Background: an optimization exercise with open tools, aiming at small area and a short achievable clock period. Do not read the settings as production practice. Only simulation tests tie the RTL to the original design; equivalence was not proved. Power and IR drop assume default switching activity.

### flow/config.mk
export PLATFORM = sky130hd
export DESIGN_NAME = sqrt_16s
export DESIGN_NICKNAME = sqrt_16s
export VERILOG_FILES = /design/flow/design.v
export SDC_FILE = /design/flow/constraint.sdc
export NUM_CORES = 4
export LEC_CHECK = 0
export ABC_AREA = 1
export CAP_MARGIN = 20
export CORE_MARGIN = 2
export CORE_UTILIZATION = 40
export SETUP_SLACK_MARGIN = 1.2
export SLEW_MARGIN = 20
### flow/constraint.sdc
create_clock -name core_clock -period 3.0 [get_ports {clk}]
set_input_delay 0.6000 -clock core_clock [delete_from_list [all_inputs] [get_ports {clk}]]
set_output_delay 0.6000 -clock core_clock [all_outputs]
set_load 0.01 [all_outputs]
### flow/design.v
module sqrt_16s (
    input         clk,
    input  [15:0] data_i,
    input         vld_i,
    output [15:0] data_o,
    output        vld_o
);
    function [6:0] tbl3;
        input [5:0] v;
        case (v)
            6'd0: tbl3 = {3'd0, 4'd0};
            6'd1: tbl3 = {3'd1, 4'd0};
            6'd2: tbl3 = {3'd1, 4'd1};
            6'd3: tbl3 = {3'd1, 4'd2};
            6'd4: tbl3 = {3'd2, 4'd0};
            6'd5: tbl3 = {3'd2, 4'd1};
            6'd6: tbl3 = {3'd2, 4'd2};
            6'd7: tbl3 = {3'd2, 4'd3};
            6'd8: tbl3 = {3'd2, 4'd4};
            6'd9: tbl3 = {3'd3, 4'd0};
            6'd10: tbl3 = {3'd3, 4'd1};
            6'd11: tbl3 = {3'd3, 4'd2};
            6'd12: tbl3 = {3'd3, 4'd3};
            6'd13: tbl3 = {3'd3, 4'd4};
            6'd14: tbl3 = {3'd3, 4'd5};
            6'd15: tbl3 = {3'd3, 4'd6};
            6'd16: tbl3 = {3'd4, 4'd0};
            6'd17: tbl3 = {3'd4, 4'd1};
            6'd18: tbl3 = {3'd4, 4'd2};
            6'd19: tbl3 = {3'd4, 4'd3};
            6'd20: tbl3 = {3'd4, 4'd4};
            6'd21: tbl3 = {3'd4, 4'd5};
            6'd22: tbl3 = {3'd4, 4'd6};
            6'd23: tbl3 = {3'd4, 4'd7};
            6'd24: tbl3 = {3'd4, 4'd8};
            6'd25: tbl3 = {3'd5, 4'd0};
            6'd26: tbl3 = {3'd5, 4'd1};
            6'd27: tbl3 = {3'd5, 4'd2};
            6'd28: tbl3 = {3'd5, 4'd3};
            6'd29: tbl3 = {3'd5, 4'd4};
            6'd30: tbl3 = {3'd5, 4'd5};
            6'd31: tbl3 = {3'd5, 4'd6};
            6'd32: tbl3 = {3'd5, 4'd7};
            6'd33: tbl3 = {3'd5, 4'd8};
            6'd34: tbl3 = {3'd5, 4'd9};
            6'd35: tbl3 = {3'd5, 4'd10};
            6'd36: tbl3 = {3'd6, 4'd0};
            6'd37: tbl3 = {3'd6, 4'd1};
            6'd38: tbl3 = {3'd6, 4'd2};
            6'd39: tbl3 = {3'd6, 4'd3};
            6'd40: tbl3 = {3'd6, 4'd4};
            6'd41: tbl3 = {3'd6, 4'd5};
            6'd42: tbl3 = {3'd6, 4'd6};
            6'd43: tbl3 = {3'd6, 4'd7};
            6'd44: tbl3 = {3'd6, 4'd8};
            6'd45: tbl3 = {3'd6, 4'd9};
            6'd46: tbl3 = {3'd6, 4'd10};
            6'd47: tbl3 = {3'd6, 4'd11};
            6'd48: tbl3 = {3'd6, 4'd12};
            6'd49: tbl3 = {3'd7, 4'd0};
            6'd50: tbl3 = {3'd7, 4'd1};
            6'd51: tbl3 = {3'd7, 4'd2};
            6'd52: tbl3 = {3'd7, 4'd3};
            6'd53: tbl3 = {3'd7, 4'd4};
            6'd54: tbl3 = {3'd7, 4'd5};
            6'd55: tbl3 = {3'd7, 4'd6};
            6'd56: tbl3 = {3'd7, 4'd7};
            6'd57: tbl3 = {3'd7, 4'd8};
            6'd58: tbl3 = {3'd7, 4'd9};
            6'd59: tbl3 = {3'd7, 4'd10};
            6'd60: tbl3 = {3'd7, 4'd11};
            6'd61: tbl3 = {3'd7, 4'd12};
            6'd62: tbl3 = {3'd7, 4'd13};
            6'd63: tbl3 = {3'd7, 4'd14};
            default: tbl3 = 7'bx;
        endcase
    endfunction
    wire [6:0] t3 = tbl3(data_i[15:10]);
    wire [2:0] q3 = t3[6:4];
    wire [3:0] r3 = t3[3:0];
    wire [9:0] x3 = data_i[9:0];
    reg  [2:0] q_r3;
    always @(posedge clk) q_r3 <= q3;
    reg  [3:0] r_r3;
    always @(posedge clk) r_r3 <= r3;
    reg  [9:0] x_r3;
    always @(posedge clk) x_r3 <= x3;
    reg  [0:0] v_r3;
    always @(posedge clk) v_r3 <= vld_i;
    wire [5:0] a4 = {r_r3, x_r3[9:8]};
    wire [5:0] b4 = {1'b0, q_r3, 2'b01};
    wire [5:0] g4_0 = ~a4 & b4;
    wire [5:0] p4_0 = ~a4 | b4;
    wire g4_1_1 = g4_0[1] | (p4_0[1] & g4_0[0]);
    wire p4_1_1 = p4_0[1] & p4_0[0];
    wire g4_1_3 = g4_0[3] | (p4_0[3] & g4_0[2]);
    wire p4_1_3 = p4_0[3] & p4_0[2];
    wire g4_1_5 = g4_0[5] | (p4_0[5] & g4_0[4]);
    wire p4_1_5 = p4_0[5] & p4_0[4];
    wire g4_2_3 = g4_1_3 | (p4_1_3 & g4_1_1);
    wire p4_2_3 = p4_1_3 & p4_1_1;
    wire g4_5_5 = g4_1_5 | (p4_1_5 & g4_2_3);
    wire p4_5_5 = p4_1_5 & p4_2_3;
    wire g4_6_2 = g4_0[2] | (p4_0[2] & g4_1_1);
    wire p4_6_2 = p4_0[2] & p4_1_1;
    wire g4_6_4 = g4_0[4] | (p4_0[4] & g4_2_3);
    wire p4_6_4 = p4_0[4] & p4_2_3;
    wire s4 = g4_5_5;
    wire [4:0] c4 = {g4_2_3, g4_6_2, g4_1_1, g4_0[0], 1'b0};
    wire [4:0] r4 = a4[4:0] ^ ({5{~s4}} & (b4[4:0] ^ c4));
    wire [3:0] q4 = {q_r3, ~s4};
    wire [7:0] x4 = x_r3[7:0];
    reg  [3:0] q_r4;
    always @(posedge clk) q_r4 <= q4;
    reg  [4:0] r_r4;
    always @(posedge clk) r_r4 <= r4;
    reg  [7:0] x_r4;
    always @(posedge clk) x_r4 <= x4;
    reg  [0:0] v_r4;
    always @(posedge clk) v_r4 <= v_r3;
    wire [6:0] a5 = {r_r4, x_r4[7:6]};
    wire [6:0] b5 = {1'b0, q_r4, 2'b01};
    wire [6:0] g5_0 = ~a5 & b5;
    wire [6:0] p5_0 = ~a5 | b5;
    wire g5_1_1 = g5_0[1] | (p5_0[1] & g5_0[0]);
    wire p5_1_1 = p5_0[1] & p5_0[0];
    wire g5_1_3 = g5_0[3] | (p5_0[3] & g5_0[2]);
    wire p5_1_3 = p5_0[3] & p5_0[2];
    wire g5_1_5 = g5_0[5] | (p5_0[5] & g5_0[4]);
    wire p5_1_5 = p5_0[5] & p5_0[4];
    wire g5_2_3 = g5_1_3 | (p5_1_3 & g5_1_1);
    wire p5_2_3 = p5_1_3 & p5_1_1;
    wire g5_5_5 = g5_1_5 | (p5_1_5 & g5_2_3);
    wire p5_5_5 = p5_1_5 & p5_2_3;
    wire g5_6_2 = g5_0[2] | (p5_0[2] & g5_1_1);
    wire p5_6_2 = p5_0[2] & p5_1_1;
    wire g5_6_4 = g5_0[4] | (p5_0[4] & g5_2_3);
    wire p5_6_4 = p5_0[4] & p5_2_3;
    wire g5_6_6 = g5_0[6] | (p5_0[6] & g5_5_5);
    wire p5_6_6 = p5_0[6] & p5_5_5;
    wire s5 = g5_6_6;
    wire [5:0] c5 = {g5_6_4, g5_2_3, g5_6_2, g5_1_1, g5_0[0], 1'b0};
    wire [5:0] r5 = a5[5:0] ^ ({6{~s5}} & (b5[5:0] ^ c5));
    wire [4:0] q5 = {q_r4, ~s5};
    wire [5:0] x5 = x_r4[5:0];
    reg  [4:0] q_r5;
    always @(posedge clk) q_r5 <= q5;
    reg  [5:0] r_r5;
    always @(posedge clk) r_r5 <= r5;
    reg  [5:0] x_r5;
    always @(posedge clk) x_r5 <= x5;
    reg  [0:0] v_r5;
    always @(posedge clk) v_r5 <= v_r4;
    wire [7:0] a6 = {r_r5, x_r5[5:4]};
    wire [7:0] b6 = {1'b0, q_r5, 2'b01};
    wire [7:0] g6_0 = ~a6 & b6;
    wire [7:0] p6_0 = ~a6 | b6;
    wire g6_1_1 = g6_0[1] | (p6_0[1] & g6_0[0]);
    wire p6_1_1 = p6_0[1] & p6_0[0];
    wire g6_1_3 = g6_0[3] | (p6_0[3] & g6_0[2]);
    wire p6_1_3 = p6_0[3] & p6_0[2];
    wire g6_1_5 = g6_0[5] | (p6_0[5] & g6_0[4]);
    wire p6_1_5 = p6_0[5] & p6_0[4];
    wire g6_1_7 = g6_0[7] | (p6_0[7] & g6_0[6]);
    wire p6_1_7 = p6_0[7] & p6_0[6];
    wire g6_2_3 = g6_1_3 | (p6_1_3 & g6_1_1);
    wire p6_2_3 = p6_1_3 & p6_1_1;
    wire g6_2_7 = g6_1_7 | (p6_1_7 & g6_1_5);
    wire p6_2_7 = p6_1_7 & p6_1_5;
    wire g6_3_7 = g6_2_7 | (p6_2_7 & g6_2_3);
    wire p6_3_7 = p6_2_7 & p6_2_3;
    wire g6_5_5 = g6_1_5 | (p6_1_5 & g6_2_3);
    wire p6_5_5 = p6_1_5 & p6_2_3;
    wire g6_6_2 = g6_0[2] | (p6_0[2] & g6_1_1);
    wire p6_6_2 = p6_0[2] & p6_1_1;
    wire g6_6_4 = g6_0[4] | (p6_0[4] & g6_2_3);
    wire p6_6_4 = p6_0[4] & p6_2_3;
    wire g6_6_6 = g6_0[6] | (p6_0[6] & g6_5_5);
    wire p6_6_6 = p6_0[6] & p6_5_5;
    wire s6 = g6_3_7;
    wire [6:0] c6 = {g6_5_5, g6_6_4, g6_2_3, g6_6_2, g6_1_1, g6_0[0], 1'b0};
    wire [6:0] r6 = a6[6:0] ^ ({7{~s6}} & (b6[6:0] ^ c6));
    wire [5:0] q6 = {q_r5, ~s6};
    wire [3:0] x6 = x_r5[3:0];
    reg  [5:0] q_r6;
    always @(posedge clk) q_r6 <= q6;
    reg  [6:0] r_r6;
    always @(posedge clk) r_r6 <= r6;
    reg  [3:0] x_r6;
    always @(posedge clk) x_r6 <= x6;
    reg  [0:0] v_r6;
    always @(posedge clk) v_r6 <= v_r5;
    wire [8:0] a7 = {r_r6, x_r6[3:2]};
    wire [8:0] b7 = {1'b0, q_r6, 2'b01};
    wire [8:0] g7_0 = ~a7 & b7;
    wire [8:0] p7_0 = ~a7 | b7;
    wire g7_1_1 = g7_0[1] | (p7_0[1] & g7_0[0]);
    wire p7_1_1 = p7_0[1] & p7_0[0];
    wire g7_1_3 = g7_0[3] | (p7_0[3] & g7_0[2]);
    wire p7_1_3 = p7_0[3] & p7_0[2];
    wire g7_1_5 = g7_0[5] | (p7_0[5] & g7_0[4]);
    wire p7_1_5 = p7_0[5] & p7_0[4];
    wire g7_1_7 = g7_0[7] | (p7_0[7] & g7_0[6]);
    wire p7_1_7 = p7_0[7] & p7_0[6];
    wire g7_2_3 = g7_1_3 | (p7_1_3 & g7_1_1);
    wire p7_2_3 = p7_1_3 & p7_1_1;
    wire g7_2_7 = g7_1_7 | (p7_1_7 & g7_1_5);
    wire p7_2_7 = p7_1_7 & p7_1_5;
    wire g7_3_7 = g7_2_7 | (p7_2_7 & g7_2_3);
    wire p7_3_7 = p7_2_7 & p7_2_3;
    wire g7_7_5 = g7_1_5 | (p7_1_5 & g7_2_3);
    wire p7_7_5 = p7_1_5 & p7_2_3;
    wire g7_8_2 = g7_0[2] | (p7_0[2] & g7_1_1);
    wire p7_8_2 = p7_0[2] & p7_1_1;
    wire g7_8_4 = g7_0[4] | (p7_0[4] & g7_2_3);
    wire p7_8_4 = p7_0[4] & p7_2_3;
    wire g7_8_6 = g7_0[6] | (p7_0[6] & g7_7_5);
    wire p7_8_6 = p7_0[6] & p7_7_5;
    wire g7_8_8 = g7_0[8] | (p7_0[8] & g7_3_7);
    wire p7_8_8 = p7_0[8] & p7_3_7;
    wire s7 = g7_8_8;
    wire [7:0] c7 = {g7_8_6, g7_7_5, g7_8_4, g7_2_3, g7_8_2, g7_1_1, g7_0[0], 1'b0};
    wire [7:0] r7 = a7[7:0] ^ ({8{~s7}} & (b7[7:0] ^ c7));
    wire [6:0] q7 = {q_r6, ~s7};
    wire [1:0] x7 = x_r6[1:0];
    reg  [6:0] q_r7;
    always @(posedge clk) q_r7 <= q7;
    reg  [7:0] r_r7;
    always @(posedge clk) r_r7 <= r7;
    reg  [1:0] x_r7;
    always @(posedge clk) x_r7 <= x7;
    reg  [0:0] v_r7;
    always @(posedge clk) v_r7 <= v_r6;
    wire [9:0] a8 = {r_r7, x_r7[1:0]};
    wire [9:0] b8 = {1'b0, q_r7, 2'b01};
    wire [9:0] g8_0 = ~a8 & b8;
    wire [9:0] p8_0 = ~a8 | b8;
    wire g8_1_1 = g8_0[1] | (p8_0[1] & g8_0[0]);
    wire p8_1_1 = p8_0[1] & p8_0[0];
    wire g8_1_3 = g8_0[3] | (p8_0[3] & g8_0[2]);
    wire p8_1_3 = p8_0[3] & p8_0[2];
    wire g8_1_5 = g8_0[5] | (p8_0[5] & g8_0[4]);
    wire p8_1_5 = p8_0[5] & p8_0[4];
    wire g8_1_7 = g8_0[7] | (p8_0[7] & g8_0[6]);
    wire p8_1_7 = p8_0[7] & p8_0[6];
    wire g8_1_9 = g8_0[9] | (p8_0[9] & g8_0[8]);
    wire p8_1_9 = p8_0[9] & p8_0[8];
    wire g8_2_3 = g8_1_3 | (p8_1_3 & g8_1_1);
    wire p8_2_3 = p8_1_3 & p8_1_1;
    wire g8_2_7 = g8_1_7 | (p8_1_7 & g8_1_5);
    wire p8_2_7 = p8_1_7 & p8_1_5;
    wire g8_3_7 = g8_2_7 | (p8_2_7 & g8_2_3);
    wire p8_3_7 = p8_2_7 & p8_2_3;
    wire g8_7_5 = g8_1_5 | (p8_1_5 & g8_2_3);
    wire p8_7_5 = p8_1_5 & p8_2_3;
    wire g8_7_9 = g8_1_9 | (p8_1_9 & g8_3_7);
    wire p8_7_9 = p8_1_9 & p8_3_7;
    wire g8_8_2 = g8_0[2] | (p8_0[2] & g8_1_1);
    wire p8_8_2 = p8_0[2] & p8_1_1;
    wire g8_8_4 = g8_0[4] | (p8_0[4] & g8_2_3);
    wire p8_8_4 = p8_0[4] & p8_2_3;
    wire g8_8_6 = g8_0[6] | (p8_0[6] & g8_7_5);
    wire p8_8_6 = p8_0[6] & p8_7_5;
    wire g8_8_8 = g8_0[8] | (p8_0[8] & g8_3_7);
    wire p8_8_8 = p8_0[8] & p8_3_7;
    wire s8 = g8_7_9;
    wire [8:0] c8 = {g8_3_7, g8_8_6, g8_7_5, g8_8_4, g8_2_3, g8_8_2, g8_1_1, g8_0[0], 1'b0};
    wire [8:0] r8 = a8[8:0] ^ ({9{~s8}} & (b8[8:0] ^ c8));
    wire [7:0] q8 = {q_r7, ~s8};
    reg  [7:0] q_r8;
    always @(posedge clk) q_r8 <= q8;
    reg  [8:0] r_r8;
    always @(posedge clk) r_r8 <= r8;
    reg  [0:0] v_r8;
    always @(posedge clk) v_r8 <= v_r7;
    wire [10:0] a9 = {r_r8, 2'b00};
    wire [10:0] b9 = {1'b0, q_r8, 2'b01};
    wire [10:0] g9_0 = ~a9 & b9;
    wire [10:0] p9_0 = ~a9 | b9;
    wire g9_1_1 = g9_0[1] | (p9_0[1] & g9_0[0]);
    wire p9_1_1 = p9_0[1] & p9_0[0];
    wire g9_1_3 = g9_0[3] | (p9_0[3] & g9_0[2]);
    wire p9_1_3 = p9_0[3] & p9_0[2];
    wire g9_1_5 = g9_0[5] | (p9_0[5] & g9_0[4]);
    wire p9_1_5 = p9_0[5] & p9_0[4];
    wire g9_1_7 = g9_0[7] | (p9_0[7] & g9_0[6]);
    wire p9_1_7 = p9_0[7] & p9_0[6];
    wire g9_1_9 = g9_0[9] | (p9_0[9] & g9_0[8]);
    wire p9_1_9 = p9_0[9] & p9_0[8];
    wire g9_2_3 = g9_1_3 | (p9_1_3 & g9_1_1);
    wire p9_2_3 = p9_1_3 & p9_1_1;
    wire g9_2_7 = g9_1_7 | (p9_1_7 & g9_1_5);
    wire p9_2_7 = p9_1_7 & p9_1_5;
    wire g9_3_7 = g9_2_7 | (p9_2_7 & g9_2_3);
    wire p9_3_7 = p9_2_7 & p9_2_3;
    wire g9_7_5 = g9_1_5 | (p9_1_5 & g9_2_3);
    wire p9_7_5 = p9_1_5 & p9_2_3;
    wire g9_7_9 = g9_1_9 | (p9_1_9 & g9_3_7);
    wire p9_7_9 = p9_1_9 & p9_3_7;
    wire g9_8_2 = g9_0[2] | (p9_0[2] & g9_1_1);
    wire p9_8_2 = p9_0[2] & p9_1_1;
    wire g9_8_4 = g9_0[4] | (p9_0[4] & g9_2_3);
    wire p9_8_4 = p9_0[4] & p9_2_3;
    wire g9_8_6 = g9_0[6] | (p9_0[6] & g9_7_5);
    wire p9_8_6 = p9_0[6] & p9_7_5;
    wire g9_8_8 = g9_0[8] | (p9_0[8] & g9_3_7);
    wire p9_8_8 = p9_0[8] & p9_3_7;
    wire g9_8_10 = g9_0[10] | (p9_0[10] & g9_7_9);
    wire p9_8_10 = p9_0[10] & p9_7_9;
    wire s9 = g9_8_10;
    wire [9:0] c9 = {g9_8_8, g9_3_7, g9_8_6, g9_7_5, g9_8_4, g9_2_3, g9_8_2, g9_1_1, g9_0[0], 1'b0};
    wire [9:0] r9 = a9[9:0] ^ ({10{~s9}} & (b9[9:0] ^ c9));
    wire [8:0] q9 = {q_r8, ~s9};
    reg  [8:0] q_r9;
    always @(posedge clk) q_r9 <= q9;
    reg  [9:0] r_r9;
    always @(posedge clk) r_r9 <= r9;
    reg  [0:0] v_r9;
    always @(posedge clk) v_r9 <= v_r8;
    wire [11:0] a10 = {r_r9, 2'b00};
    wire [11:0] b10 = {1'b0, q_r9, 2'b01};
    wire [11:0] g10_0 = ~a10 & b10;
    wire [11:0] p10_0 = ~a10 | b10;
    wire g10_1_1 = g10_0[1] | (p10_0[1] & g10_0[0]);
    wire p10_1_1 = p10_0[1] & p10_0[0];
    wire g10_1_3 = g10_0[3] | (p10_0[3] & g10_0[2]);
    wire p10_1_3 = p10_0[3] & p10_0[2];
    wire g10_1_5 = g10_0[5] | (p10_0[5] & g10_0[4]);
    wire p10_1_5 = p10_0[5] & p10_0[4];
    wire g10_1_7 = g10_0[7] | (p10_0[7] & g10_0[6]);
    wire p10_1_7 = p10_0[7] & p10_0[6];
    wire g10_1_9 = g10_0[9] | (p10_0[9] & g10_0[8]);
    wire p10_1_9 = p10_0[9] & p10_0[8];
    wire g10_1_11 = g10_0[11] | (p10_0[11] & g10_0[10]);
    wire p10_1_11 = p10_0[11] & p10_0[10];
    wire g10_2_3 = g10_1_3 | (p10_1_3 & g10_1_1);
    wire p10_2_3 = p10_1_3 & p10_1_1;
    wire g10_2_7 = g10_1_7 | (p10_1_7 & g10_1_5);
    wire p10_2_7 = p10_1_7 & p10_1_5;
    wire g10_2_11 = g10_1_11 | (p10_1_11 & g10_1_9);
    wire p10_2_11 = p10_1_11 & p10_1_9;
    wire g10_3_7 = g10_2_7 | (p10_2_7 & g10_2_3);
    wire p10_3_7 = p10_2_7 & p10_2_3;
    wire g10_6_11 = g10_2_11 | (p10_2_11 & g10_3_7);
    wire p10_6_11 = p10_2_11 & p10_3_7;
    wire g10_7_5 = g10_1_5 | (p10_1_5 & g10_2_3);
    wire p10_7_5 = p10_1_5 & p10_2_3;
    wire g10_7_9 = g10_1_9 | (p10_1_9 & g10_3_7);
    wire p10_7_9 = p10_1_9 & p10_3_7;
    wire g10_8_2 = g10_0[2] | (p10_0[2] & g10_1_1);
    wire p10_8_2 = p10_0[2] & p10_1_1;
    wire g10_8_4 = g10_0[4] | (p10_0[4] & g10_2_3);
    wire p10_8_4 = p10_0[4] & p10_2_3;
    wire g10_8_6 = g10_0[6] | (p10_0[6] & g10_7_5);
    wire p10_8_6 = p10_0[6] & p10_7_5;
    wire g10_8_8 = g10_0[8] | (p10_0[8] & g10_3_7);
    wire p10_8_8 = p10_0[8] & p10_3_7;
    wire g10_8_10 = g10_0[10] | (p10_0[10] & g10_7_9);
    wire p10_8_10 = p10_0[10] & p10_7_9;
    wire s10 = g10_6_11;
    wire [10:0] c10 = {g10_7_9, g10_8_8, g10_3_7, g10_8_6, g10_7_5, g10_8_4, g10_2_3, g10_8_2, g10_1_1, g10_0[0], 1'b0};
    wire [10:0] r10 = a10[10:0] ^ ({11{~s10}} & (b10[10:0] ^ c10));
    wire [9:0] q10 = {q_r9, ~s10};
    reg  [9:0] q_r10;
    always @(posedge clk) q_r10 <= q10;
    reg  [10:0] r_r10;
    always @(posedge clk) r_r10 <= r10;
    reg  [0:0] v_r10;
    always @(posedge clk) v_r10 <= v_r9;
    wire [12:0] a11 = {r_r10, 2'b00};
    wire [12:0] b11 = {1'b0, q_r10, 2'b01};
    wire [12:0] g11_0 = ~a11 & b11;
    wire [12:0] p11_0 = ~a11 | b11;
    wire g11_1_1 = g11_0[1] | (p11_0[1] & g11_0[0]);
    wire p11_1_1 = p11_0[1] & p11_0[0];
    wire g11_1_3 = g11_0[3] | (p11_0[3] & g11_0[2]);
    wire p11_1_3 = p11_0[3] & p11_0[2];
    wire g11_1_5 = g11_0[5] | (p11_0[5] & g11_0[4]);
    wire p11_1_5 = p11_0[5] & p11_0[4];
    wire g11_1_7 = g11_0[7] | (p11_0[7] & g11_0[6]);
    wire p11_1_7 = p11_0[7] & p11_0[6];
    wire g11_1_9 = g11_0[9] | (p11_0[9] & g11_0[8]);
    wire p11_1_9 = p11_0[9] & p11_0[8];
    wire g11_1_11 = g11_0[11] | (p11_0[11] & g11_0[10]);
    wire p11_1_11 = p11_0[11] & p11_0[10];
    wire g11_2_3 = g11_1_3 | (p11_1_3 & g11_1_1);
    wire p11_2_3 = p11_1_3 & p11_1_1;
    wire g11_2_7 = g11_1_7 | (p11_1_7 & g11_1_5);
    wire p11_2_7 = p11_1_7 & p11_1_5;
    wire g11_2_11 = g11_1_11 | (p11_1_11 & g11_1_9);
    wire p11_2_11 = p11_1_11 & p11_1_9;
    wire g11_3_7 = g11_2_7 | (p11_2_7 & g11_2_3);
    wire p11_3_7 = p11_2_7 & p11_2_3;
    wire g11_6_11 = g11_2_11 | (p11_2_11 & g11_3_7);
    wire p11_6_11 = p11_2_11 & p11_3_7;
    wire g11_7_5 = g11_1_5 | (p11_1_5 & g11_2_3);
    wire p11_7_5 = p11_1_5 & p11_2_3;
    wire g11_7_9 = g11_1_9 | (p11_1_9 & g11_3_7);
    wire p11_7_9 = p11_1_9 & p11_3_7;
    wire g11_8_2 = g11_0[2] | (p11_0[2] & g11_1_1);
    wire p11_8_2 = p11_0[2] & p11_1_1;
    wire g11_8_4 = g11_0[4] | (p11_0[4] & g11_2_3);
    wire p11_8_4 = p11_0[4] & p11_2_3;
    wire g11_8_6 = g11_0[6] | (p11_0[6] & g11_7_5);
    wire p11_8_6 = p11_0[6] & p11_7_5;
    wire g11_8_8 = g11_0[8] | (p11_0[8] & g11_3_7);
    wire p11_8_8 = p11_0[8] & p11_3_7;
    wire g11_8_10 = g11_0[10] | (p11_0[10] & g11_7_9);
    wire p11_8_10 = p11_0[10] & p11_7_9;
    wire g11_8_12 = g11_0[12] | (p11_0[12] & g11_6_11);
    wire p11_8_12 = p11_0[12] & p11_6_11;
    wire s11 = g11_8_12;
    wire [11:0] c11 = {g11_8_10, g11_7_9, g11_8_8, g11_3_7, g11_8_6, g11_7_5, g11_8_4, g11_2_3, g11_8_2, g11_1_1, g11_0[0], 1'b0};
    wire [11:0] r11 = a11[11:0] ^ ({12{~s11}} & (b11[11:0] ^ c11));
    wire [10:0] q11 = {q_r10, ~s11};
    reg  [10:0] q_r11;
    always @(posedge clk) q_r11 <= q11;
    reg  [11:0] r_r11;
    always @(posedge clk) r_r11 <= r11;
    reg  [0:0] v_r11;
    always @(posedge clk) v_r11 <= v_r10;
    wire [13:0] a12 = {r_r11, 2'b00};
    wire [13:0] b12 = {1'b0, q_r11, 2'b01};
    wire [13:0] g12_0 = ~a12 & b12;
    wire [13:0] p12_0 = ~a12 | b12;
    wire g12_1_1 = g12_0[1] | (p12_0[1] & g12_0[0]);
    wire p12_1_1 = p12_0[1] & p12_0[0];
    wire g12_1_3 = g12_0[3] | (p12_0[3] & g12_0[2]);
    wire p12_1_3 = p12_0[3] & p12_0[2];
    wire g12_1_5 = g12_0[5] | (p12_0[5] & g12_0[4]);
    wire p12_1_5 = p12_0[5] & p12_0[4];
    wire g12_1_7 = g12_0[7] | (p12_0[7] & g12_0[6]);
    wire p12_1_7 = p12_0[7] & p12_0[6];
    wire g12_1_9 = g12_0[9] | (p12_0[9] & g12_0[8]);
    wire p12_1_9 = p12_0[9] & p12_0[8];
    wire g12_1_11 = g12_0[11] | (p12_0[11] & g12_0[10]);
    wire p12_1_11 = p12_0[11] & p12_0[10];
    wire g12_1_13 = g12_0[13] | (p12_0[13] & g12_0[12]);
    wire p12_1_13 = p12_0[13] & p12_0[12];
    wire g12_2_3 = g12_1_3 | (p12_1_3 & g12_1_1);
    wire p12_2_3 = p12_1_3 & p12_1_1;
    wire g12_2_7 = g12_1_7 | (p12_1_7 & g12_1_5);
    wire p12_2_7 = p12_1_7 & p12_1_5;
    wire g12_2_11 = g12_1_11 | (p12_1_11 & g12_1_9);
    wire p12_2_11 = p12_1_11 & p12_1_9;
    wire g12_3_7 = g12_2_7 | (p12_2_7 & g12_2_3);
    wire p12_3_7 = p12_2_7 & p12_2_3;
    wire g12_6_11 = g12_2_11 | (p12_2_11 & g12_3_7);
    wire p12_6_11 = p12_2_11 & p12_3_7;
    wire g12_7_5 = g12_1_5 | (p12_1_5 & g12_2_3);
    wire p12_7_5 = p12_1_5 & p12_2_3;
    wire g12_7_9 = g12_1_9 | (p12_1_9 & g12_3_7);
    wire p12_7_9 = p12_1_9 & p12_3_7;
    wire g12_7_13 = g12_1_13 | (p12_1_13 & g12_6_11);
    wire p12_7_13 = p12_1_13 & p12_6_11;
    wire g12_8_2 = g12_0[2] | (p12_0[2] & g12_1_1);
    wire p12_8_2 = p12_0[2] & p12_1_1;
    wire g12_8_4 = g12_0[4] | (p12_0[4] & g12_2_3);
    wire p12_8_4 = p12_0[4] & p12_2_3;
    wire g12_8_6 = g12_0[6] | (p12_0[6] & g12_7_5);
    wire p12_8_6 = p12_0[6] & p12_7_5;
    wire g12_8_8 = g12_0[8] | (p12_0[8] & g12_3_7);
    wire p12_8_8 = p12_0[8] & p12_3_7;
    wire g12_8_10 = g12_0[10] | (p12_0[10] & g12_7_9);
    wire p12_8_10 = p12_0[10] & p12_7_9;
    wire g12_8_12 = g12_0[12] | (p12_0[12] & g12_6_11);
    wire p12_8_12 = p12_0[12] & p12_6_11;
    wire s12 = g12_7_13;
    wire [12:0] c12 = {g12_6_11, g12_8_10, g12_7_9, g12_8_8, g12_3_7, g12_8_6, g12_7_5, g12_8_4, g12_2_3, g12_8_2, g12_1_1, g12_0[0], 1'b0};
    wire [12:0] r12 = a12[12:0] ^ ({13{~s12}} & (b12[12:0] ^ c12));
    wire [11:0] q12 = {q_r11, ~s12};
    reg  [11:0] q_r12;
    always @(posedge clk) q_r12 <= q12;
    reg  [12:0] r_r12;
    always @(posedge clk) r_r12 <= r12;
    reg  [0:0] v_r12;
    always @(posedge clk) v_r12 <= v_r11;
    wire [14:0] a13 = {r_r12, 2'b00};
    wire [14:0] b13 = {1'b0, q_r12, 2'b01};
    wire [14:0] g13_0 = ~a13 & b13;
    wire [14:0] p13_0 = ~a13 | b13;
    wire g13_1_1 = g13_0[1] | (p13_0[1] & g13_0[0]);
    wire p13_1_1 = p13_0[1] & p13_0[0];
    wire g13_1_3 = g13_0[3] | (p13_0[3] & g13_0[2]);
    wire p13_1_3 = p13_0[3] & p13_0[2];
    wire g13_1_5 = g13_0[5] | (p13_0[5] & g13_0[4]);
    wire p13_1_5 = p13_0[5] & p13_0[4];
    wire g13_1_7 = g13_0[7] | (p13_0[7] & g13_0[6]);
    wire p13_1_7 = p13_0[7] & p13_0[6];
    wire g13_1_9 = g13_0[9] | (p13_0[9] & g13_0[8]);
    wire p13_1_9 = p13_0[9] & p13_0[8];
    wire g13_1_11 = g13_0[11] | (p13_0[11] & g13_0[10]);
    wire p13_1_11 = p13_0[11] & p13_0[10];
    wire g13_1_13 = g13_0[13] | (p13_0[13] & g13_0[12]);
    wire p13_1_13 = p13_0[13] & p13_0[12];
    wire g13_2_3 = g13_1_3 | (p13_1_3 & g13_1_1);
    wire p13_2_3 = p13_1_3 & p13_1_1;
    wire g13_2_7 = g13_1_7 | (p13_1_7 & g13_1_5);
    wire p13_2_7 = p13_1_7 & p13_1_5;
    wire g13_2_11 = g13_1_11 | (p13_1_11 & g13_1_9);
    wire p13_2_11 = p13_1_11 & p13_1_9;
    wire g13_3_7 = g13_2_7 | (p13_2_7 & g13_2_3);
    wire p13_3_7 = p13_2_7 & p13_2_3;
    wire g13_6_11 = g13_2_11 | (p13_2_11 & g13_3_7);
    wire p13_6_11 = p13_2_11 & p13_3_7;
    wire g13_7_5 = g13_1_5 | (p13_1_5 & g13_2_3);
    wire p13_7_5 = p13_1_5 & p13_2_3;
    wire g13_7_9 = g13_1_9 | (p13_1_9 & g13_3_7);
    wire p13_7_9 = p13_1_9 & p13_3_7;
    wire g13_7_13 = g13_1_13 | (p13_1_13 & g13_6_11);
    wire p13_7_13 = p13_1_13 & p13_6_11;
    wire g13_8_2 = g13_0[2] | (p13_0[2] & g13_1_1);
    wire p13_8_2 = p13_0[2] & p13_1_1;
    wire g13_8_4 = g13_0[4] | (p13_0[4] & g13_2_3);
    wire p13_8_4 = p13_0[4] & p13_2_3;
    wire g13_8_6 = g13_0[6] | (p13_0[6] & g13_7_5);
    wire p13_8_6 = p13_0[6] & p13_7_5;
    wire g13_8_8 = g13_0[8] | (p13_0[8] & g13_3_7);
    wire p13_8_8 = p13_0[8] & p13_3_7;
    wire g13_8_10 = g13_0[10] | (p13_0[10] & g13_7_9);
    wire p13_8_10 = p13_0[10] & p13_7_9;
    wire g13_8_12 = g13_0[12] | (p13_0[12] & g13_6_11);
    wire p13_8_12 = p13_0[12] & p13_6_11;
    wire g13_8_14 = g13_0[14] | (p13_0[14] & g13_7_13);
    wire p13_8_14 = p13_0[14] & p13_7_13;
    wire s13 = g13_8_14;
    wire [13:0] c13 = {g13_8_12, g13_6_11, g13_8_10, g13_7_9, g13_8_8, g13_3_7, g13_8_6, g13_7_5, g13_8_4, g13_2_3, g13_8_2, g13_1_1, g13_0[0], 1'b0};
    wire [13:0] r13 = a13[13:0] ^ ({14{~s13}} & (b13[13:0] ^ c13));
    wire [12:0] q13 = {q_r12, ~s13};
    reg  [12:0] q_r13;
    always @(posedge clk) q_r13 <= q13;
    reg  [13:0] r_r13;
    always @(posedge clk) r_r13 <= r13;
    reg  [0:0] v_r13;
    always @(posedge clk) v_r13 <= v_r12;
    wire [15:0] a14 = {r_r13, 2'b00};
    wire [15:0] b14 = {1'b0, q_r13, 2'b01};
    wire [15:0] g14_0 = ~a14 & b14;
    wire [15:0] p14_0 = ~a14 | b14;
    wire g14_1_1 = g14_0[1] | (p14_0[1] & g14_0[0]);
    wire p14_1_1 = p14_0[1] & p14_0[0];
    wire g14_1_3 = g14_0[3] | (p14_0[3] & g14_0[2]);
    wire p14_1_3 = p14_0[3] & p14_0[2];
    wire g14_1_5 = g14_0[5] | (p14_0[5] & g14_0[4]);
    wire p14_1_5 = p14_0[5] & p14_0[4];
    wire g14_1_7 = g14_0[7] | (p14_0[7] & g14_0[6]);
    wire p14_1_7 = p14_0[7] & p14_0[6];
    wire g14_1_9 = g14_0[9] | (p14_0[9] & g14_0[8]);
    wire p14_1_9 = p14_0[9] & p14_0[8];
    wire g14_1_11 = g14_0[11] | (p14_0[11] & g14_0[10]);
    wire p14_1_11 = p14_0[11] & p14_0[10];
    wire g14_1_13 = g14_0[13] | (p14_0[13] & g14_0[12]);
    wire p14_1_13 = p14_0[13] & p14_0[12];
    wire g14_1_15 = g14_0[15] | (p14_0[15] & g14_0[14]);
    wire p14_1_15 = p14_0[15] & p14_0[14];
    wire g14_2_3 = g14_1_3 | (p14_1_3 & g14_1_1);
    wire p14_2_3 = p14_1_3 & p14_1_1;
    wire g14_2_7 = g14_1_7 | (p14_1_7 & g14_1_5);
    wire p14_2_7 = p14_1_7 & p14_1_5;
    wire g14_2_11 = g14_1_11 | (p14_1_11 & g14_1_9);
    wire p14_2_11 = p14_1_11 & p14_1_9;
    wire g14_2_15 = g14_1_15 | (p14_1_15 & g14_1_13);
    wire p14_2_15 = p14_1_15 & p14_1_13;
    wire g14_3_7 = g14_2_7 | (p14_2_7 & g14_2_3);
    wire p14_3_7 = p14_2_7 & p14_2_3;
    wire g14_3_15 = g14_2_15 | (p14_2_15 & g14_2_11);
    wire p14_3_15 = p14_2_15 & p14_2_11;
    wire g14_4_15 = g14_3_15 | (p14_3_15 & g14_3_7);
    wire p14_4_15 = p14_3_15 & p14_3_7;
    wire g14_6_11 = g14_2_11 | (p14_2_11 & g14_3_7);
    wire p14_6_11 = p14_2_11 & p14_3_7;
    wire g14_7_5 = g14_1_5 | (p14_1_5 & g14_2_3);
    wire p14_7_5 = p14_1_5 & p14_2_3;
    wire g14_7_9 = g14_1_9 | (p14_1_9 & g14_3_7);
    wire p14_7_9 = p14_1_9 & p14_3_7;
    wire g14_7_13 = g14_1_13 | (p14_1_13 & g14_6_11);
    wire p14_7_13 = p14_1_13 & p14_6_11;
    wire g14_8_2 = g14_0[2] | (p14_0[2] & g14_1_1);
    wire p14_8_2 = p14_0[2] & p14_1_1;
    wire g14_8_4 = g14_0[4] | (p14_0[4] & g14_2_3);
    wire p14_8_4 = p14_0[4] & p14_2_3;
    wire g14_8_6 = g14_0[6] | (p14_0[6] & g14_7_5);
    wire p14_8_6 = p14_0[6] & p14_7_5;
    wire g14_8_8 = g14_0[8] | (p14_0[8] & g14_3_7);
    wire p14_8_8 = p14_0[8] & p14_3_7;
    wire g14_8_10 = g14_0[10] | (p14_0[10] & g14_7_9);
    wire p14_8_10 = p14_0[10] & p14_7_9;
    wire g14_8_12 = g14_0[12] | (p14_0[12] & g14_6_11);
    wire p14_8_12 = p14_0[12] & p14_6_11;
    wire g14_8_14 = g14_0[14] | (p14_0[14] & g14_7_13);
    wire p14_8_14 = p14_0[14] & p14_7_13;
    wire s14 = g14_4_15;
    wire [14:0] c14 = {g14_7_13, g14_8_12, g14_6_11, g14_8_10, g14_7_9, g14_8_8, g14_3_7, g14_8_6, g14_7_5, g14_8_4, g14_2_3, g14_8_2, g14_1_1, g14_0[0], 1'b0};
    wire [14:0] r14 = a14[14:0] ^ ({15{~s14}} & (b14[14:0] ^ c14));
    wire [13:0] q14 = {q_r13, ~s14};
    reg  [13:0] q_r14;
    always @(posedge clk) q_r14 <= q14;
    reg  [14:0] r_r14;
    always @(posedge clk) r_r14 <= r14;
    reg  [0:0] v_r14;
    always @(posedge clk) v_r14 <= v_r13;
    wire [16:0] a15 = {r_r14, 2'b00};
    wire [16:0] b15 = {1'b0, q_r14, 2'b01};
    wire [16:0] g15_0 = ~a15 & b15;
    wire [16:0] p15_0 = ~a15 | b15;
    wire g15_1_1 = g15_0[1] | (p15_0[1] & g15_0[0]);
    wire p15_1_1 = p15_0[1] & p15_0[0];
    wire g15_1_3 = g15_0[3] | (p15_0[3] & g15_0[2]);
    wire p15_1_3 = p15_0[3] & p15_0[2];
    wire g15_1_5 = g15_0[5] | (p15_0[5] & g15_0[4]);
    wire p15_1_5 = p15_0[5] & p15_0[4];
    wire g15_1_7 = g15_0[7] | (p15_0[7] & g15_0[6]);
    wire p15_1_7 = p15_0[7] & p15_0[6];
    wire g15_1_9 = g15_0[9] | (p15_0[9] & g15_0[8]);
    wire p15_1_9 = p15_0[9] & p15_0[8];
    wire g15_1_11 = g15_0[11] | (p15_0[11] & g15_0[10]);
    wire p15_1_11 = p15_0[11] & p15_0[10];
    wire g15_1_13 = g15_0[13] | (p15_0[13] & g15_0[12]);
    wire p15_1_13 = p15_0[13] & p15_0[12];
    wire g15_1_15 = g15_0[15] | (p15_0[15] & g15_0[14]);
    wire p15_1_15 = p15_0[15] & p15_0[14];
    wire g15_2_3 = g15_1_3 | (p15_1_3 & g15_1_1);
    wire p15_2_3 = p15_1_3 & p15_1_1;
    wire g15_2_7 = g15_1_7 | (p15_1_7 & g15_1_5);
    wire p15_2_7 = p15_1_7 & p15_1_5;
    wire g15_2_11 = g15_1_11 | (p15_1_11 & g15_1_9);
    wire p15_2_11 = p15_1_11 & p15_1_9;
    wire g15_2_15 = g15_1_15 | (p15_1_15 & g15_1_13);
    wire p15_2_15 = p15_1_15 & p15_1_13;
    wire g15_3_7 = g15_2_7 | (p15_2_7 & g15_2_3);
    wire p15_3_7 = p15_2_7 & p15_2_3;
    wire g15_3_15 = g15_2_15 | (p15_2_15 & g15_2_11);
    wire p15_3_15 = p15_2_15 & p15_2_11;
    wire g15_4_15 = g15_3_15 | (p15_3_15 & g15_3_7);
    wire p15_4_15 = p15_3_15 & p15_3_7;
    wire g15_8_11 = g15_2_11 | (p15_2_11 & g15_3_7);
    wire p15_8_11 = p15_2_11 & p15_3_7;
    wire g15_9_5 = g15_1_5 | (p15_1_5 & g15_2_3);
    wire p15_9_5 = p15_1_5 & p15_2_3;
    wire g15_9_9 = g15_1_9 | (p15_1_9 & g15_3_7);
    wire p15_9_9 = p15_1_9 & p15_3_7;
    wire g15_9_13 = g15_1_13 | (p15_1_13 & g15_8_11);
    wire p15_9_13 = p15_1_13 & p15_8_11;
    wire g15_10_2 = g15_0[2] | (p15_0[2] & g15_1_1);
    wire p15_10_2 = p15_0[2] & p15_1_1;
    wire g15_10_4 = g15_0[4] | (p15_0[4] & g15_2_3);
    wire p15_10_4 = p15_0[4] & p15_2_3;
    wire g15_10_6 = g15_0[6] | (p15_0[6] & g15_9_5);
    wire p15_10_6 = p15_0[6] & p15_9_5;
    wire g15_10_8 = g15_0[8] | (p15_0[8] & g15_3_7);
    wire p15_10_8 = p15_0[8] & p15_3_7;
    wire g15_10_10 = g15_0[10] | (p15_0[10] & g15_9_9);
    wire p15_10_10 = p15_0[10] & p15_9_9;
    wire g15_10_12 = g15_0[12] | (p15_0[12] & g15_8_11);
    wire p15_10_12 = p15_0[12] & p15_8_11;
    wire g15_10_14 = g15_0[14] | (p15_0[14] & g15_9_13);
    wire p15_10_14 = p15_0[14] & p15_9_13;
    wire g15_10_16 = g15_0[16] | (p15_0[16] & g15_4_15);
    wire p15_10_16 = p15_0[16] & p15_4_15;
    wire s15 = g15_10_16;
    wire [15:0] c15 = {g15_10_14, g15_9_13, g15_10_12, g15_8_11, g15_10_10, g15_9_9, g15_10_8, g15_3_7, g15_10_6, g15_9_5, g15_10_4, g15_2_3, g15_10_2, g15_1_1, g15_0[0], 1'b0};
    wire [15:0] r15 = a15[15:0] ^ ({16{~s15}} & (b15[15:0] ^ c15));
    wire [14:0] q15 = {q_r14, ~s15};
    reg  [14:0] q_r15;
    always @(posedge clk) q_r15 <= q15;
    reg  [15:0] r_r15;
    always @(posedge clk) r_r15 <= r15;
    reg  [0:0] v_r15;
    always @(posedge clk) v_r15 <= v_r14;
    wire [17:0] a16 = {r_r15, 2'b00};
    wire [17:0] b16 = {1'b0, q_r15, 2'b01};
    wire [17:0] g16_0 = ~a16 & b16;
    wire [17:0] p16_0 = ~a16 | b16;
    wire g16_1_1 = g16_0[1] | (p16_0[1] & g16_0[0]);
    wire p16_1_1 = p16_0[1] & p16_0[0];
    wire g16_1_3 = g16_0[3] | (p16_0[3] & g16_0[2]);
    wire p16_1_3 = p16_0[3] & p16_0[2];
    wire g16_1_5 = g16_0[5] | (p16_0[5] & g16_0[4]);
    wire p16_1_5 = p16_0[5] & p16_0[4];
    wire g16_1_7 = g16_0[7] | (p16_0[7] & g16_0[6]);
    wire p16_1_7 = p16_0[7] & p16_0[6];
    wire g16_1_9 = g16_0[9] | (p16_0[9] & g16_0[8]);
    wire p16_1_9 = p16_0[9] & p16_0[8];
    wire g16_1_11 = g16_0[11] | (p16_0[11] & g16_0[10]);
    wire p16_1_11 = p16_0[11] & p16_0[10];
    wire g16_1_13 = g16_0[13] | (p16_0[13] & g16_0[12]);
    wire p16_1_13 = p16_0[13] & p16_0[12];
    wire g16_1_15 = g16_0[15] | (p16_0[15] & g16_0[14]);
    wire p16_1_15 = p16_0[15] & p16_0[14];
    wire g16_1_17 = g16_0[17] | (p16_0[17] & g16_0[16]);
    wire p16_1_17 = p16_0[17] & p16_0[16];
    wire g16_2_3 = g16_1_3 | (p16_1_3 & g16_1_1);
    wire p16_2_3 = p16_1_3 & p16_1_1;
    wire g16_2_7 = g16_1_7 | (p16_1_7 & g16_1_5);
    wire p16_2_7 = p16_1_7 & p16_1_5;
    wire g16_2_11 = g16_1_11 | (p16_1_11 & g16_1_9);
    wire p16_2_11 = p16_1_11 & p16_1_9;
    wire g16_2_15 = g16_1_15 | (p16_1_15 & g16_1_13);
    wire p16_2_15 = p16_1_15 & p16_1_13;
    wire g16_3_7 = g16_2_7 | (p16_2_7 & g16_2_3);
    wire p16_3_7 = p16_2_7 & p16_2_3;
    wire g16_3_15 = g16_2_15 | (p16_2_15 & g16_2_11);
    wire p16_3_15 = p16_2_15 & p16_2_11;
    wire g16_4_15 = g16_3_15 | (p16_3_15 & g16_3_7);
    wire p16_4_15 = p16_3_15 & p16_3_7;
    wire g16_8_11 = g16_2_11 | (p16_2_11 & g16_3_7);
    wire p16_8_11 = p16_2_11 & p16_3_7;
    wire g16_9_5 = g16_1_5 | (p16_1_5 & g16_2_3);
    wire p16_9_5 = p16_1_5 & p16_2_3;
    wire g16_9_9 = g16_1_9 | (p16_1_9 & g16_3_7);
    wire p16_9_9 = p16_1_9 & p16_3_7;
    wire g16_9_13 = g16_1_13 | (p16_1_13 & g16_8_11);
    wire p16_9_13 = p16_1_13 & p16_8_11;
    wire g16_9_17 = g16_1_17 | (p16_1_17 & g16_4_15);
    wire p16_9_17 = p16_1_17 & p16_4_15;
    wire g16_10_2 = g16_0[2] | (p16_0[2] & g16_1_1);
    wire p16_10_2 = p16_0[2] & p16_1_1;
    wire g16_10_4 = g16_0[4] | (p16_0[4] & g16_2_3);
    wire p16_10_4 = p16_0[4] & p16_2_3;
    wire g16_10_6 = g16_0[6] | (p16_0[6] & g16_9_5);
    wire p16_10_6 = p16_0[6] & p16_9_5;
    wire g16_10_8 = g16_0[8] | (p16_0[8] & g16_3_7);
    wire p16_10_8 = p16_0[8] & p16_3_7;
    wire g16_10_10 = g16_0[10] | (p16_0[10] & g16_9_9);
    wire p16_10_10 = p16_0[10] & p16_9_9;
    wire g16_10_12 = g16_0[12] | (p16_0[12] & g16_8_11);
    wire p16_10_12 = p16_0[12] & p16_8_11;
    wire g16_10_14 = g16_0[14] | (p16_0[14] & g16_9_13);
    wire p16_10_14 = p16_0[14] & p16_9_13;
    wire g16_10_16 = g16_0[16] | (p16_0[16] & g16_4_15);
    wire p16_10_16 = p16_0[16] & p16_4_15;
    wire s16 = g16_9_17;
    wire [15:0] q16 = {q_r15, ~s16};
    reg  [15:0] q_r16;
    always @(posedge clk) q_r16 <= q16;
    reg  [0:0] v_r16;
    always @(posedge clk) v_r16 <= v_r15;
    assign data_o = q_r16;
    assign vld_o  = v_r16;
endmodule
### flow/flow/run.sh
#!/bin/bash
# The standard layout, with buf_2 port buffers and a clock tree without dummy loads.
bash standard.sh \
  "BUFFER_PORTS_ARGS=-buffer_cell sky130_fd_sc_hd__buf_2" \
  "CTS_ARGS=-sink_clustering_enable -repair_clock_nets -dont_use_dummy_load -buf_list sky130_fd_sc_hd__clkbuf_8 -sink_clustering_size 20 -sink_clustering_max_diameter 60" \
  RECOVER_POWER=100 \
  finish > standard.log 2>&1
### flow/standard.sh
#!/bin/bash
# synth_recipe.tcl (not shown) runs the flow's synth.tcl, then flattens the netlist and writes it again
# the make line also repeats each setting of config.mk as NAME=value (left out here)
make -C /OpenROAD-flow-scripts/flow DESIGN_CONFIG=/design/flow/config.mk WORK_HOME=/design/flow/orfs CLKGATE_MAP_FILE= SYNTH_SCRIPT=/design/flow/synth_recipe.tcl "${@:-finish}"
==> report_table.html, run 1 <==
<table>
<tr><th>Metric</th><th>Value</th></tr>
<tr><th colspan="2">Cells and area</th></tr>
<tr><td>Most common cell after layout, fill and taps aside</td><td>sky130_fd_sc_hd__nand2_1</td></tr>
<tr><td>Highest-count cells in the layout ignoring fill and taps</td><td>sky130_fd_sc_hd__nand2_1, sky130_fd_sc_hd__dfxtp_1, sky130_fd_sc_hd__inv_1</td></tr>
<tr><td>Area growth from synthesis to final layout</td><td>8.18%</td></tr>
<tr><td>Layout cell share with drive strength beyond 1</td><td>0.0888</td></tr>
<tr><td>Final Net Count</td><td>1,549</td></tr>
<tr><td>Fill cell instance count of the final layout</td><td>2,869</td></tr>
<tr><td>Post-route core utilization</td><td>0.441</td></tr>
<tr><td>Antenna cells</td><td>0</td></tr>
<tr><th colspan="2">Clock tree</th></tr>
<tr><td>CTS tree</td><td>done</td></tr>
<tr><td>H-tree depth</td><td>1</td></tr>
<tr><td>Deepest clock path buffer count</td><td>3</td></tr>
<tr><td>Number of buffers added by the clock tree synthesis step</td><td>23</td></tr>
<tr><td>Clock transition at the register clock pins on the worst setup and hold paths after CTS</td><td>0.11 ns</td></tr>
<tr><td>Sink Count</td><td>293</td></tr>
<tr><td>Number of buffers added to fix hold violations after cts</td><td>0</td></tr>
<tr><td>Clock tree root driver cell</td><td>sky130_fd_sc_hd__clkbuf_8</td></tr>
<tr><td>Clk Latency, worst-skew pair</td><td>0.55 ns</td></tr>
<tr><th colspan="2">Power</th></tr>
<tr><td>Sw power</td><td>6520 uW</td></tr>
<tr><td>Register share of total power</td><td>0.410</td></tr>
<tr><td>Fraction of power consumed by combinational cells</td><td>0.473</td></tr>
<tr><td>Reported leakage power</td><td>0.00642 uW</td></tr>
<tr><td>Clock group share of total power</td><td>0.117</td></tr>
<tr><td>Power per standard cell area</td><td>1230 nW/um2</td></tr>
<tr><td>P_int</td><td>9080 uW</td></tr>
<tr><td>Switching power as a share of total power</td><td>0.418</td></tr>
<tr><td>Peak supply drop</td><td>0.497 mV</td></tr>
<tr><th colspan="2">Timing</th></tr>
<tr><td>Max-Slew Margin vs Limit</td><td>0.532</td></tr>
<tr><td>Total setup violations reported at the end of the flow</td><td>0</td></tr>
<tr><td>Final critical path time including I/O delays and setup</td><td>2.21 ns</td></tr>
<tr><td>Skew final</td><td>0.0442 ns</td></tr>
<tr><td>TNS Setup</td><td>0 ns</td></tr>
<tr><td>Achievable frequency</td><td>453 MHz</td></tr>
<tr><td>Final period utilization</td><td>0.737</td></tr>
<tr><td>Number of slew-limit violations in the final report</td><td>0</td></tr>
<tr><td>Unrepaired setup endpoints after global routing</td><td>true</td></tr>
<tr><td>Pin slew with the least headroom to its limit</td><td>0.695 ns</td></tr>
<tr><td>Final Hold Viols</td><td>0</td></tr>
<tr><th colspan="2">Critical path</th></tr>
<tr><td>Signal arrival time at the worst endpoint</td><td>2.63 ns</td></tr>
<tr><td>Top cell family by delay on the critical path</td><td>simple AND/OR/NAND/NOR gates</td></tr>
<tr><td>Most numerous cell on the critical path</td><td>sky130_fd_sc_hd__a21oi_1</td></tr>
<tr><td>Register-to-register setup slack</td><td>0.79 ns</td></tr>
<tr><td>Max incr delay on CP</td><td>0.35 ns</td></tr>
<tr><td>Chain of cells forming the critical path</td><td>inv_1 &gt; nand2_2 &gt; a21oi_1 &gt; nor2_2 &gt; nor2_1 &gt; inv_2 &gt; a21oi_1 &gt; nand2_4 &gt; clkinvlp_2 &gt; nand3_1 &gt; xor2_1</td></tr>
<tr><td>Critical R2R Capture</td><td>r_r14[10]$_DFF_P_</td></tr>
<tr><td>Kind of start point of the critical path</td><td>flip-flop</td></tr>
<tr><td>Critical path endpoint category</td><td>flip-flop</td></tr>
<tr><td>Worst reg2reg path startpoint</td><td>q_r13[7]$_DFF_P_</td></tr>
<tr><td>Critical Path Slowest Stage Cell</td><td>sky130_fd_sc_hd__clkinvlp_2</td></tr>
<tr><td>CP Max Fanout</td><td>14</td></tr>
<tr><td>Count of cells along the worst register-to-register path</td><td>11</td></tr>
<tr><td>Critical path start-end classification</td><td>reg -&gt; reg</td></tr>
<tr><td>CP bufs+invs</td><td>3</td></tr>
<tr><td>Critical path data required time</td><td>3.42 ns</td></tr>
<tr><th colspan="2">Die</th></tr>
<tr><td>Initial Util</td><td>0.408</td></tr>
<tr><td>Num ports</td><td>35</td></tr>
<tr><td>Die width</td><td>175 um</td></tr>
<tr><td>Row cnt</td><td>62</td></tr>
<tr><td>Vertical extent of the die</td><td>175 um</td></tr>
<tr><td>Placeable core region</td><td>28,800 um2</td></tr>
<tr><td>Overall die area</td><td>30,700 um2</td></tr>
<tr><th colspan="2">Worst hold path</th></tr>
<tr><td>Worst Hold Depth</td><td>1</td></tr>
<tr><td>Class of the most critical hold timing path</td><td>in -&gt; reg</td></tr>
<tr><td>Hold_sp</td><td>data_i[0]</td></tr>
<tr><td>Sink of the worst hold path</td><td>x_r3[0]$_DFF_P_</td></tr>
<tr><th colspan="2">GRT</th></tr>
<tr><td>First-pass GRT wire length</td><td>33,000 um</td></tr>
<tr><td>GR Util All Layers</td><td>0.126</td></tr>
<tr><td>Vias in the first global route</td><td>7,864</td></tr>
<tr><td>Total overflow reported by the global router</td><td>0</td></tr>
<tr><td>Maximum number of pins on one net before global-route repair</td><td>21</td></tr>
<tr><td>Initial antenna violation count</td><td>0</td></tr>
<tr><th colspan="2">Drt</th></tr>
<tr><td>Antenna Nets Post-Route</td><td>0</td></tr>
<tr><td>Mean number of vias per cell</td><td>4.50</td></tr>
<tr><td>Routed WL</td><td>19,700 um</td></tr>
<tr><td>Detailed router's first-iteration violation count</td><td>314</td></tr>
<tr><td>Average wire length per cell after detail routing</td><td>10.3 um</td></tr>
<tr><td>Residual DRC count</td><td>0</td></tr>
<tr><td>Vias after detailed routing</td><td>8,567</td></tr>
<tr><td>Pre-Repair DR Iteration Count</td><td>4</td></tr>
<tr><th colspan="2">Placement</th></tr>
<tr><td>Placer's final routability congestion estimate</td><td>0.826</td></tr>
<tr><td>DPL Wire Length</td><td>14,700 um</td></tr>
<tr><td>Port-buffer cells</td><td>34</td></tr>
<tr><th colspan="2">Logic synthesis</th></tr>
<tr><td>Most instantiated flip-flop cell in the synthesis netlist</td><td>sky130_fd_sc_hd__dfxtp_1</td></tr>
<tr><td>Average cell area after synthesis</td><td>8.10 um2</td></tr>
<tr><td>Unique masters post-synth</td><td>48</td></tr>
<tr><td>Count of warnings emitted by yosys</td><td>1</td></tr>
<tr><td>Synth Register Bits</td><td>293</td></tr>
<tr><td>Number of synthesized flops with an enable pin</td><td>0</td></tr>
<tr><td>Synthesized cell area</td><td>11,700 um2</td></tr>
<tr><td>Mapped Nets</td><td>1,476</td></tr>
<tr><td>Sequential area share after synthesis</td><td>0.500</td></tr>
<tr><td>Post-synthesis instance total</td><td>1,449</td></tr>
<tr><td>Ys async rst share</td><td>0</td></tr>
<tr><th colspan="2">Job</th></tr>
<tr><td>Maximum Capacitance Violations</td><td>0</td></tr>
<tr><th colspan="2">Run status</th></tr>
<tr><td>Result of the run</td><td>timing/DRC/antenna clean</td></tr>
</table>
[power groups by stage]
stage	clock network, uW	registers, uW	logic, uW
2_1_floorplan	0	6260	6200
3_3_place_gp	0	6460	7160
3_5_place_dp	0	6490	7340
4_1_cts	1930	6390	7380
5_1_grt	2090	6610	8570
6_report	1820	6400	7390
[state kept, by name (all words and copies together), names as in the netlist, 10 cells and up]
| name | cells |
|---|---|
| q_r10 | 10 |
| q_r11 | 11 |
| q_r12 | 12 |
| q_r13 | 13 |
| q_r14 | 14 |
| q_r15 | 15 |
| q_r16 | 16 |
| r_r11 | 10 |
| r_r12 | 11 |
| r_r13 | 12 |
| r_r14 | 13 |
| r_r15 | 14 |
| x_r3 | 10 |
[worst max-delay path by stage]
stage	cells past startpoint	start	endpoint
after floorplan	12	r_r7[0]$_DFF_P_	r_r8[1]$_DFF_P_
after global routing	10	q_r13[1]$_DFF_P_	r_r14[2]$_DFF_P_
after detailed placement	9	q_r6[0]$_DFF_P_	r_r7[1]$_DFF_P_
after global placement	11	q_r7[0]$_DFF_P_	r_r8[1]$_DFF_P_
final	11	q_r13[7]$_DFF_P_	r_r14[10]$_DFF_P_
after CTS	10	r_r6[0]$_DFF_P_	r_r7[1]$_DFF_P_
[stage by stage]
stage / area, um2 / hold WS, ns / total power [uW] / std cells / setup slack, ns
2_1_floorplan: 11700 / 0.310 / 12500 / 1449 / 1.40
3_3_place_gp: 12300 / 0.310 / 13600 / 1860 / 1.22
3_5_place_dp: 12300 / 0.312 / 13800 / 1860 / 1.16
4_1_cts: 12600 / 0.105 / 15700 / 1883 / 1.17
5_1_grt: 12700 / 0.0979 / 17300 / 1904 / 0.585
6_report: 12700 / 0.151 / 15600 / 1904 / 0.790
[kinds of logic (layout without fill, tap and decap cells)]
family                     count (synthesis)  in the layout  synth area share
AOI/OAI and AO/OA                        159            159            0.0803
xor gates and xnor gates                 114            114            0.0857
adders and majority gates                 12             12            0.0121
buffers and inverters                    258            327            0.0869
DFF                                      293            293             0.500
and+or+nand+nor                          613            615             0.235
[Yosys cell counts (2+ instances only)]
master | instances | share of area
sky130_fd_sc_hd__clkbuf_1 | 2 | 0.00064
sky130_fd_sc_hd__or2_1 | 7 | 0.0037
sky130_fd_sc_hd__maj3_1 | 3 | 0.0026
sky130_fd_sc_hd__a31oi_1 | 3 | 0.0016
sky130_fd_sc_hd__a21oi_4 | 2 | 0.0028
sky130_fd_sc_hd__ha_1 | 9 | 0.0096
sky130_fd_sc_hd__or2_0 | 2 | 0.0011
sky130_fd_sc_hd__nand4_1 | 15 | 0.0080
sky130_fd_sc_hd__nand2_4 | 4 | 0.0038
sky130_fd_sc_hd__inv_2 | 12 | 0.0038
sky130_fd_sc_hd__a21boi_0 | 2 | 0.0013
sky130_fd_sc_hd__o21ai_2 | 4 | 0.0030
sky130_fd_sc_hd__nand3b_1 | 12 | 0.0077
sky130_fd_sc_hd__nand3_2 | 15 | 0.013
sky130_fd_sc_hd__dfxtp_1 | 293 | 0.50
sky130_fd_sc_hd__o21a_1 | 2 | 0.0013
sky130_fd_sc_hd__a221oi_1 | 4 | 0.0030
sky130_fd_sc_hd__o21ai_1 | 10 | 0.0043
sky130_fd_sc_hd__o22ai_1 | 3 | 0.0016
sky130_fd_sc_hd__nand2_2 | 21 | 0.011
sky130_fd_sc_hd__inv_1 | 238 | 0.076
sky130_fd_sc_hd__nor3_1 | 3 | 0.0013
sky130_fd_sc_hd__a21oi_1 | 43 | 0.018
sky130_fd_sc_hd__nor2_1 | 83 | 0.027
sky130_fd_sc_hd__or2_2 | 11 | 0.0059
sky130_fd_sc_hd__xnor2_1 | 20 | 0.015
sky130_fd_sc_hd__nand2_1 | 339 | 0.11
sky130_fd_sc_hd__o21bai_1 | 2 | 0.0013
sky130_fd_sc_hd__nand3_1 | 92 | 0.039
sky130_fd_sc_hd__xor2_1 | 93 | 0.069
sky130_fd_sc_hd__buf_6 | 3 | 0.0029
sky130_fd_sc_hd__o21ai_0 | 68 | 0.029
sky130_fd_sc_hd__o211ai_1 | 4 | 0.0026
sky130_fd_sc_hd__a21oi_2 | 7 | 0.0052
sky130_fd_sc_hd__nor2_2 | 5 | 0.0027
[metal layers]
layer	vias to the layer above	GRT usage	routed length, um	part of all wire
met1	3811	0.130	7940	0.40
met4	0	0.0441	676	0.034
met5	-	0	0	0
met3	40	0.0208	574	0.029
met2	110	0.253	10500	0.53
li1	4606	-	-	-
[area by class of cell]
type | count | area [um2] | area share
sequential | 293 | 5880 | 0.463
timing repair inverter | 1 | 5.00 | 0.000394
tap | 384 | 480 | 0.0378
clock buffer | 23 | 317 | 0.0249
timing repair buffer | 52 | 280 | 0.0221
inverter | 251 | 950 | 0.0748
multi-input combinational | 900 | 4790 | 0.377
[repair_timing]
item	in CTS	in global routing
gates cloned	0	3
setup buffers	0	18
resized for setup	4	97
pin swaps	2	26
setup endpoints to repair	6	84
==> inputs of run 2 (changes only) <==
--- a/flow/flow/run.sh
+++ b/flow/flow/run.sh
@@ -3,5 +3,4 @@
 bash standard.sh \
   "BUFFER_PORTS_ARGS=-buffer_cell sky130_fd_sc_hd__buf_2" \
   "CTS_ARGS=-sink_clustering_enable -repair_clock_nets -dont_use_dummy_load -buf_list sky130_fd_sc_hd__clkbuf_8 -sink_clustering_size 20 -sink_clustering_max_diameter 60" \
-  RECOVER_POWER=100 \
   finish > standard.log 2>&1
==> run 2 against run 1 <==
Still clean on timing, DRC and antenna; global-route usage unchanged; clock skew up 0.0010 ns; cell count unchanged; count of clock-buffer cells in the layout unchanged; final area up 3.0%; wire length down 0.12%; maximum frequency up 27%; worst hold slack worse by 0.0010 ns; largest power group unchanged.
==> report_table.html, run 2 <==
<table>
<tr><th>Metric</th><th>Value</th></tr>
<tr><th colspan="2">Run status</th></tr>
<tr><td>Result of the run</td><td>timing/DRC/antenna clean</td></tr>
<tr><th colspan="2">Clock tree</th></tr>
<tr><td>Sink Count</td><td>293 (unchanged)</td></tr>
<tr><td>H-tree depth</td><td>1 (unchanged)</td></tr>
<tr><td>Clk Latency, worst-skew pair</td><td>0.55 ns (about the same)</td></tr>
<tr><th colspan="2">Drt</th></tr>
<tr><td>Antenna Nets Post-Route</td><td>0 (unchanged)</td></tr>
<tr><td>Residual DRC count</td><td>0 (unchanged)</td></tr>
<tr><td>Top sig layer</td><td>met4</td></tr>
<tr><th colspan="2">Timing</th></tr>
<tr><td>Unrepaired setup endpoints after global routing</td><td>true</td></tr>
<tr><td>Post-Route Hold Slack</td><td>0.150 ns (-0.00102 ns)</td></tr>
<tr><th colspan="2">Critical path</th></tr>
<tr><td>Signal arrival time at the worst endpoint</td><td>2.16 ns (-0.47 ns)</td></tr>
<tr><td>Top cell family by delay on the critical path</td><td>simple AND/OR/NAND/NOR gates</td></tr>
<tr><td>Critical path start-end classification</td><td>reg -&gt; reg</td></tr>
<tr><td>Chain of cells forming the critical path</td><td>inv_1 &gt; nand2_1 &gt; a21oi_2 &gt; nand2_2 &gt; a21oi_4 &gt; nand3_1 &gt; nand2_2 &gt; nand2_4 &gt; ha_1 &gt; xor2_1</td></tr>
<tr><td>Critical path endpoint category</td><td>flip-flop</td></tr>
<tr><td>CP Max Fanout</td><td>11 (-3)</td></tr>
<tr><th colspan="2">Logic synthesis</th></tr>
<tr><td>Unique masters post-synth</td><td>48 (unchanged)</td></tr>
<tr><td>Main combinational cell family by area after synthesis</td><td>simple AND/OR/NAND/NOR gates</td></tr>
<tr><td>Average cell area after synthesis</td><td>8.10 um2 (unchanged)</td></tr>
<tr><td>Number of synthesized flops with an enable pin</td><td>0 (unchanged)</td></tr>
<tr><td>Synthesized cell area</td><td>11,700 um2 (unchanged)</td></tr>
<tr><td>Sequential area share after synthesis</td><td>0.500 (unchanged)</td></tr>
<tr><th colspan="2">Die</th></tr>
<tr><td>Placeable core region</td><td>28,800 um2 (unchanged)</td></tr>
<tr><td>Initial Util</td><td>0.408 (unchanged)</td></tr>
<tr><td>Overall die area</td><td>30,700 um2 (unchanged)</td></tr>
<tr><td>Num ports</td><td>35 (unchanged)</td></tr>
<tr><td>Vertical extent of the die</td><td>175 um (unchanged)</td></tr>
<tr><td>Row cnt</td><td>62 (unchanged)</td></tr>
<tr><th colspan="2">Power</th></tr>
<tr><td>Peak supply drop</td><td>0.516 mV (+3.9%)</td></tr>
<tr><td>Reported leakage power</td><td>0.00656 uW (+2.1%)</td></tr>
<tr><th colspan="2">Worst hold path</th></tr>
<tr><td>Class of the most critical hold timing path</td><td>in -&gt; reg</td></tr>
<tr><th colspan="2">Cells and area</th></tr>
<tr><td>Highest-count cells in the layout ignoring fill and taps</td><td>sky130_fd_sc_hd__nand2_1, sky130_fd_sc_hd__dfxtp_1, sky130_fd_sc_hd__inv_1</td></tr>
<tr><td>Fill cell instance count of the final layout</td><td>2,792 (-2.7%)</td></tr>
<tr><th colspan="2">GRT</th></tr>
<tr><td>Maximum number of pins on one net before global-route repair</td><td>21 (unchanged)</td></tr>
<tr><th colspan="2">Placement</th></tr>
<tr><td>Post-Place Cells</td><td>1,860 (unchanged)</td></tr>
</table>
run 2: cell count changes in the layout (fill, tap and decap cells not counted), sizes merged:
cell,previous run,this run
buf,32,52
clkbuf,43,23
clkinvlp,3,1
inv,249,251
run 2: path summary, 6_finish.rpt:
path,start,endpoint,slack (ns),cells after the start
worst max register to register,x_r6[2]$_DFF_P_,r_r7[1]$_DFF_P_,1.25,10
worst min-delay path,data_i[0],x_r3[0]$_DFF_P_,0.15,1
worst max-delay path,x_r6[2]$_DFF_P_,r_r7[1]$_DFF_P_,1.25,10
worst min register to register,v_r13$_DFF_P_,v_r14$_DFF_P_,0.32,0
run 2: logic make-up after synthesis:
family	after synthesis
DFF	293
buffers and inverters	258
and+or+nand+nor	613
xor gates and xnor gates	114
adders and majority gates	12
AOI/OAI and AO/OA	159
run 2: timing repair:
| action | CTS | global route |
|---|---|---|
| buffers inserted | 0 | 18 |
| setup endpoints to repair | 6 | 84 |
| pin swaps | 2 | 26 |
| cloned | 0 | 3 |
| resized for setup | 4 | 97 |
run 2: routing by layer:
layer / GRT usage / up-vias
met4: 0.0441 / 0
met5: 0 / -
met1: 0.130 / 3797
met3: 0.0208 / 38
li1: - / 4609
met2: 0.253 / 98
run 2: final cells by class:
type | count | share of cell area
clock buffer | 23 | 0.0242
timing repair buffer | 52 | 0.0233
sequential | 293 | 0.451
timing repair inverter | 1 | 0.000574
multi-input combinational | 900 | 0.391
inverter | 251 | 0.0732
tap | 384 | 0.0367
run 2: metrics by stage:
| step | power, uW | setup WS [ns] | utilization |
|---|---|---|---|
| 2_1_floorplan | 12500 | 1.40 | - |
| 3_3_place_gp | 13600 | 1.22 | 0.428 |
| 3_5_place_dp | 13800 | 1.16 | 0.428 |
| 4_1_cts | 15700 | 1.17 | 0.439 |
| 5_1_grt | 17900 | 1.09 | 0.455 |
| 6_report | 16300 | 1.25 | 0.455 |
run 2: where the power goes:
group / leakage (uW) / switching, uW / internal [uW]
Sequential: 0.00247 / 975 / 5470
Clock: 0.000165 / 1130 / 687
Combinational: 0.00392 / 4770 / 3230
Total: 0.00656 / 6880 / 9390

==> static timing again, ports no longer ideal <==
No port has a modelled driver above. Below, the same layouts with a new extraction and two added sets of constraints.
Step 1 assumes that a clkbuf_16 drives the clock port and a buf_2 every other input.
Step 2, shift: input delay + t, output delay - t, t = (earliest + latest rising clock arrival at the registers) / 2. This alone moves slack from input paths to output paths.
a / b / c = ideal ports / drivers / drivers and shift; a / b = the first two.
run | t, ns | setup WS [ns] | worst register clock-pin slew, ns | worst slew at a driven data input, ns | cell pins on the clock port's net
run 1 | 0.577 | 0.790 / 0.790 / 0.790 | 0.11 / 0.11 | 0.04 | 1
run 2 | 0.576 | 1.254 / 1.254 / 1.254 | 0.11 / 0.11 | 0.04 | 1
After both steps every run listed still meets setup and hold.
